From an optimization exercise on the open Yosys and OpenROAD flow, aimed at small area; shortcuts taken in it are not production practice. Function was checked by simulation only, so behaviour that the tests miss may differ from the original. No driver is modelled on the clock port, so clocking that relies on it looks cheaper here than on a real chip. Power figures rest on the tool's default switching activity, not on a simulated workload.

## run a
// mem_ram
module mem_ram (input clk, wren,
  input [3:0] d11, d12, d13, d14, d15, d16, d17, d18,
  input [3:0] d21, d22, d23, d24, d25, d26, d27, d28,
  input [3:0] d31, d32, d33, d34, d35, d36, d37, d38,
  input [3:0] d41, d42, d43, d44, d45, d46, d47, d48,
  input [3:0] r1, r2, r3, r4,
  output [11:0] w_sum11, w_sum12, w_sum13, w_sum14,
  output [11:0] w_sum15, w_sum16, w_sum17, w_sum18);
==> flow/config.mk <==
export PLATFORM = sky130hd
export DESIGN_NAME = mem_ram
export DESIGN_NICKNAME = mem_ram
export VERILOG_FILES = /design/flow/design.v
export SDC_FILE = /design/flow/constraint.sdc
export NUM_CORES = 4
export LEC_CHECK = 0
export CAP_MARGIN = 0
export CORE_MARGIN = 2
export CORE_UTILIZATION = 40
export GPL_TIMING_DRIVEN = 0
export SLEW_MARGIN = 0
export SYNTH_HIERARCHICAL = 1
export SYNTH_MINIMUM_KEEP_SIZE = 0
==> flow/constraint.sdc <==
create_clock -name core_clock -period 10.0 [get_ports {clk}]
set_input_delay 2.0000 -clock core_clock [delete_from_list [all_inputs] [get_ports {clk}]]
set_output_delay 2.0000 -clock core_clock [all_outputs]
set_load 0.01 [all_outputs]
standard.sh (not shown) runs the stock make flow with config.mk's settings and CLKGATE_MAP_FILE= SYNTH_SCRIPT=/design/flow/synth_recipe.tcl, a recipe that flattens the netlist after the stock synthesis.
==> flow/flow/run.sh <==
#!/bin/bash
# Standard ORFS layout (the standard.sh) with these changes: the port buffers are the
# smallest buffer, the buffers that synthesis left are removed at floorplan, and CTS adds
# no dummy load cells.
set -euo pipefail
bash standard.sh BUFFER_PORTS_ARGS="-buffer_cell sky130_fd_sc_hd__buf_1" REMOVE_ABC_BUFFERS=1 \
  CTS_ARGS="-sink_clustering_enable -repair_clock_nets -dont_use_dummy_load -buf_list sky130_fd_sc_hd__clkbuf_8" \
  finish > standard.log 2>&1
Both conditions hold for run a: the flow ran to the end and the final layout passed the timing, DRC and antenna checks.
Input changes introduced in run b (baseline for comparison: run a):
==> flow/flow/run.sh <==
#!/bin/bash
# Standard ORFS layout (the standard.sh) with these changes: the port buffers are the
# smallest buffer; the buffers that synthesis left are removed at floorplan; one tie cell
# drives all constant outputs; CTS adds no dummy load cells and uses clkbuf_4 leaves, of
# which those whose estimated slew at the registers is over 105 ps are made clkbuf_8 (flow/post_cts.tcl); after global routing, gates off the critical paths are downsized (RECOVER_POWER).
set -euo pipefail
here=$(pwd)
bash standard.sh BUFFER_PORTS_ARGS="-buffer_cell sky130_fd_sc_hd__buf_1" REMOVE_ABC_BUFFERS=1 \
  SKIP_REPAIR_TIE_FANOUT=1 RECOVER_POWER=100 \
  CTS_ARGS="-sink_clustering_enable -repair_clock_nets -dont_use_dummy_load -buf_list sky130_fd_sc_hd__clkbuf_4 -root_buf sky130_fd_sc_hd__clkbuf_8" \
  POST_CTS_TCL="$here/flow/post_cts.tcl" \
  finish > standard.log 2>&1
==> flow/flow/post_cts.tcl (new file) <==
# After CTS: every leaf clock buffer (clkbuf_4) whose estimated worst slew at the register
# clock pins it drives is over 105 ps becomes a clkbuf_8; then the placement is legalized again.
set db [ord::get_db]
set block [ord::get_db_block]
set m8 [$db findMaster sky130_fd_sc_hd__clkbuf_8]
estimate_parasitics -placement
set count 0
foreach inst [$block getInsts] {
  if { [[$inst getMaster] getName] ne "sky130_fd_sc_hd__clkbuf_4" } { continue }
  set net [[$inst findITerm X] getNet]
  if { $net eq "NULL" || [$net getSigType] ne "CLOCK" } { continue }
  set worst 0
  foreach it [$net getITerms] {
    if { [$it isOutputSignal] } { continue }
    set s [get_property [get_pins "[[$it getInst] getName]/[[$it getMTerm] getName]"] slew_max]
    if { $s > $worst } { set worst $s }
  }
  if { $worst > 0.105 } {
    $inst swapMaster $m8
    incr count
  }
}
puts "post_cts: $count leaf clock buffers resized to clkbuf_8"
detailed_placement
check_placement -verbose
estimate_parasitics -placement
## What came out
Although run b finished all stages, its layout failed final checks on capacitance limit, slew limit. Delta (run b minus run a): timing-limited maximum frequency grew by 0.73%, maximum resistive drop on vdd grew by 5.2%. [run b] wire length of the first global-routing pass fell 0.41% relative to run a. The minimum period implied by the final worst setup slack of run b was superior to that of run a. First-iteration DRC count delta (run b − run a): unfavourable. Run b vs run a: design area down in run b. Global-route track usage on met1 for run b: 0.33 points up relative to run a. Against run a, via count of the first global-routing pass in run b rose by a few percent. met2 routing resource usage after global routing in run b is 1.7 points lower than in run a. Compared with run a, run b is the less power-hungry design. Comparing the two runs side by side, run b comes out ahead of run a on setup slack.

========
== oak ==
mem_ram again, from the RTL that the note above started with.
Design mem_ram, start of the top module:
module mem_ram (input clk, wren,
  input [3:0] d11, d12, d13, d14, d15, d16, d17, d18,
  input [3:0] d21, d22, d23, d24, d25, d26, d27, d28,
  input [3:0] d31, d32, d33, d34, d35, d36, d37, d38,
  input [3:0] d41, d42, d43, d44, d45, d46, d47, d48,
  input [3:0] r1, r2, r3, r4,
  output [11:0] w_sum11, w_sum12, w_sum13, w_sum14,
  output [11:0] w_sum15, w_sum16, w_sum17, w_sum18);
Settings: LEC_CHECK=0, CAP_MARGIN=0, CORE_MARGIN=2, CORE_UTILIZATION=40, GPL_TIMING_DRIVEN=0, SLEW_MARGIN=0, SYNTH_HIERARCHICAL=1, SYNTH_MINIMUM_KEEP_SIZE=0; clock period 10.0 ns.
==> flow/flow/run.sh <==
#!/bin/bash
# Standard ORFS layout (the standard.sh) with these changes: the port buffers are the
# smallest buffer; the buffers that synthesis left are removed at floorplan; one tie cell
# drives all constant outputs; CTS adds no dummy load cells and uses clkbuf_4 leaves, of
# which those that drive 9 or more registers are made clkbuf_8 (flow/post_cts.tcl).
set -euo pipefail
here=$(pwd)
bash standard.sh BUFFER_PORTS_ARGS="-buffer_cell sky130_fd_sc_hd__buf_1" REMOVE_ABC_BUFFERS=1 \
  SKIP_REPAIR_TIE_FANOUT=1 \
  CTS_ARGS="-sink_clustering_enable -repair_clock_nets -dont_use_dummy_load -buf_list sky130_fd_sc_hd__clkbuf_4 -root_buf sky130_fd_sc_hd__clkbuf_8" \
  POST_CTS_TCL="$here/flow/post_cts.tcl" \
  finish > standard.log 2>&1
==> flow/flow/post_cts.tcl <==
# After CTS: a leaf clock buffer (clkbuf_4) that drives 9 or more registers becomes a clkbuf_8,
# to keep the slew at the register clock pins low; then the placement is legalized again.
set db [ord::get_db]
set block [ord::get_db_block]
set m8 [$db findMaster sky130_fd_sc_hd__clkbuf_8]
set count 0
foreach inst [$block getInsts] {
  if { [[$inst getMaster] getName] ne "sky130_fd_sc_hd__clkbuf_4" } { continue }
  set net [[$inst findITerm X] getNet]
  if { $net eq "NULL" || [$net getSigType] ne "CLOCK" } { continue }
  set n [expr { [llength [$net getITerms]] - 1 }]
  if { $n >= 9 } {
    $inst swapMaster $m8
    incr count
  }
}
puts "post_cts: $count leaf clock buffers resized to clkbuf_8"
detailed_placement
check_placement -verbose
estimate_parasitics -placement
Here is what was changed in the inputs of pine compared with oak.
==> flow/flow/run.sh <==
#!/bin/bash
# Standard ORFS layout (the standard.sh) with these changes: the port buffers are the
# smallest buffer; the buffers that synthesis left are removed at floorplan; one tie cell
# drives all constant outputs; CTS adds no dummy load cells.
set -euo pipefail
bash standard.sh BUFFER_PORTS_ARGS="-buffer_cell sky130_fd_sc_hd__buf_1" REMOVE_ABC_BUFFERS=1 \
  SKIP_REPAIR_TIE_FANOUT=1 \
  CTS_ARGS="-sink_clustering_enable -repair_clock_nets -dont_use_dummy_load -buf_list sky130_fd_sc_hd__clkbuf_8" \
  finish > standard.log 2>&1
removed: flow/flow/post_cts.tcl
[summary]
- pine vs oak — area added between synthesis and finish rose 0.47 points.
- Diff oak..pine | share of final layout cell area taken by non-clock buffers | negligible
- pine against oak: internal power component climbed about 2.2%, actual transition at the worst max-transition pin dropped 0.0090 ns.
- [compare] base=oak new=pine: clock period minus worst slack now sits lower; area of the die now sits at about the same level; delay of the slowest critical-path stage now sits lower; power attributed to sequential cells now sits at about the same level; share of power burned in the clock network now sits higher.
Inputs modified between pine and birch:
Settings: changing SLEW_MARGIN from 0 to 20; changing CAP_MARGIN from 0 to 20.
diff --git a/flow/flow/run.sh b/flow/flow/run.sh
--- a/flow/flow/run.sh
+++ b/flow/flow/run.sh
@@ -4 +4,2 @@
-# drives all constant outputs; CTS adds no dummy load cells.
+# drives all constant outputs; CTS adds no dummy load cells and uses clkbuf_4 leaves, of
+# which those whose estimated slew at the registers is over 105 ps are made clkbuf_8 (flow/post_cts.tcl); after global routing, gates off the critical paths are downsized (RECOVER_POWER).
@@ -5,0 +7 @@
+here=$(pwd)
@@ -7,2 +9,3 @@
-  SKIP_REPAIR_TIE_FANOUT=1 \
-  CTS_ARGS="-sink_clustering_enable -repair_clock_nets -dont_use_dummy_load -buf_list sky130_fd_sc_hd__clkbuf_8" \
+  SKIP_REPAIR_TIE_FANOUT=1 RECOVER_POWER=100 \
+  CTS_ARGS="-sink_clustering_enable -repair_clock_nets -dont_use_dummy_load -buf_list sky130_fd_sc_hd__clkbuf_4 -root_buf sky130_fd_sc_hd__clkbuf_8" \
+  POST_CTS_TCL="$here/flow/post_cts.tcl" \
==> flow/flow/post_cts.tcl (new file) <==
# After CTS: every leaf clock buffer (clkbuf_4) whose estimated worst slew at the register
# clock pins it drives is over 105 ps becomes a clkbuf_8; then the placement is legalized again.
set db [ord::get_db]
set block [ord::get_db_block]
set m8 [$db findMaster sky130_fd_sc_hd__clkbuf_8]
estimate_parasitics -placement
set count 0
foreach inst [$block getInsts] {
  if { [[$inst getMaster] getName] ne "sky130_fd_sc_hd__clkbuf_4" } { continue }
  set net [[$inst findITerm X] getNet]
  if { $net eq "NULL" || [$net getSigType] ne "CLOCK" } { continue }
  set worst 0
  foreach it [$net getITerms] {
    if { [$it isOutputSignal] } { continue }
    set s [get_property [get_pins "[[$it getInst] getName]/[[$it getMTerm] getName]"] slew_max]
    if { $s > $worst } { set worst $s }
  }
  if { $worst > 0.105 } {
    $inst swapMaster $m8
    incr count
  }
}
puts "post_cts: $count leaf clock buffers resized to clkbuf_8"
detailed_placement
check_placement -verbose
estimate_parasitics -placement
[summary]
- birch completed end to end; final checks failed (capacitance limit, slew limit).
- Having completed the whole flow, pine delivered a layout that passed the timing, DRC and antenna checks.
- [compare] base=pine new=birch: fraction of area in clock buffers and inverters shows a reduction of 0.32 points; design area shows a reduction of 96 µm²; count of vias placed by the detailed router shows no meaningful change; first-pass GRT wire length shows no meaningful change.
Input changes introduced in maple (baseline for comparison: birch):
Settings: SLEW_MARGIN changed from 20 to 0; CAP_MARGIN changed from 20 to 0.
diff --git a/flow/flow/run.sh b/flow/flow/run.sh
--- a/flow/flow/run.sh
+++ b/flow/flow/run.sh
@@ -5 +5 @@
-# which those whose estimated slew at the registers is over 105 ps are made clkbuf_8 (flow/post_cts.tcl); after global routing, gates off the critical paths are downsized (RECOVER_POWER).
+# which those whose estimated slew at the registers is over 105 ps are made clkbuf_8 (flow/post_cts.tcl).
@@ -9 +9 @@
-  SKIP_REPAIR_TIE_FANOUT=1 RECOVER_POWER=100 \
+  SKIP_REPAIR_TIE_FANOUT=1 \
--- outcome ---
- maple went all the way through the flow, and no timing, DRC or antenna check failed.
- [maple] minimum clock period rose 0.033 ns relative to birch
- maple vs birch on worst setup slack: maple is the lower one.
- Total power divided by cell area delta (birch -> maple): insignificant
- In the metrics for birch and maple, the one carrying the lower detailed-routing iteration count for the pre-antenna-repair pass is maple.
- Between birch and maple, the via count figures differ only marginally.
- Between birch and maple, the total clock network power figures differ only marginally.
- Diff birch and maple: total of plain and repair buffers excluding clock buffers lower in maple
- birch -> maple: number of nets in the finished design flat
- | final design area excluding fillers | maple vs birch | worse |

[re-timing with driven ports]
The flow's constraints put no driver on any port. The routed layouts listed below were extracted and timed again, unchanged, in two steps. Step 1: set_driving_cell puts a clkbuf_16 on clk and a buf_2 on each other input, an assumption about the parent block. Step 2 moves the port delays by t, midway between the first and last clock arrival at a register: inputs arrive t later, outputs are due t later. That takes back most of the time a late clock gives input paths. Three values: ideal, step 1, step 2; two values: the first two.
run | t (ns) | setup slack, ns | hold WS [ns]
run a | 0.521 | 0.572 / 0.548 / 0.548 | 1.676 / 1.648 / 2.169
run b | 0.521 | 0.640 / 0.607 / 0.607 | 1.677 / 1.647 / 2.168
oak | 0.515 | 0.631 / 0.596 / 0.596 | 1.672 / 1.648 / 2.163
pine | 0.520 | 0.642 / 0.608 / 0.608 | 1.680 / 1.657 / 2.177
birch | 0.518 | 0.684 / 0.653 / 0.653 | 1.675 / 1.651 / 2.168
maple | 0.514 | 0.651 / 0.617 / 0.617 | 1.679 / 1.653 / 2.167
For oak, which loses most, drivers alone change the setup slack by -0.035 ns; drivers and shift together by -0.035 ns.
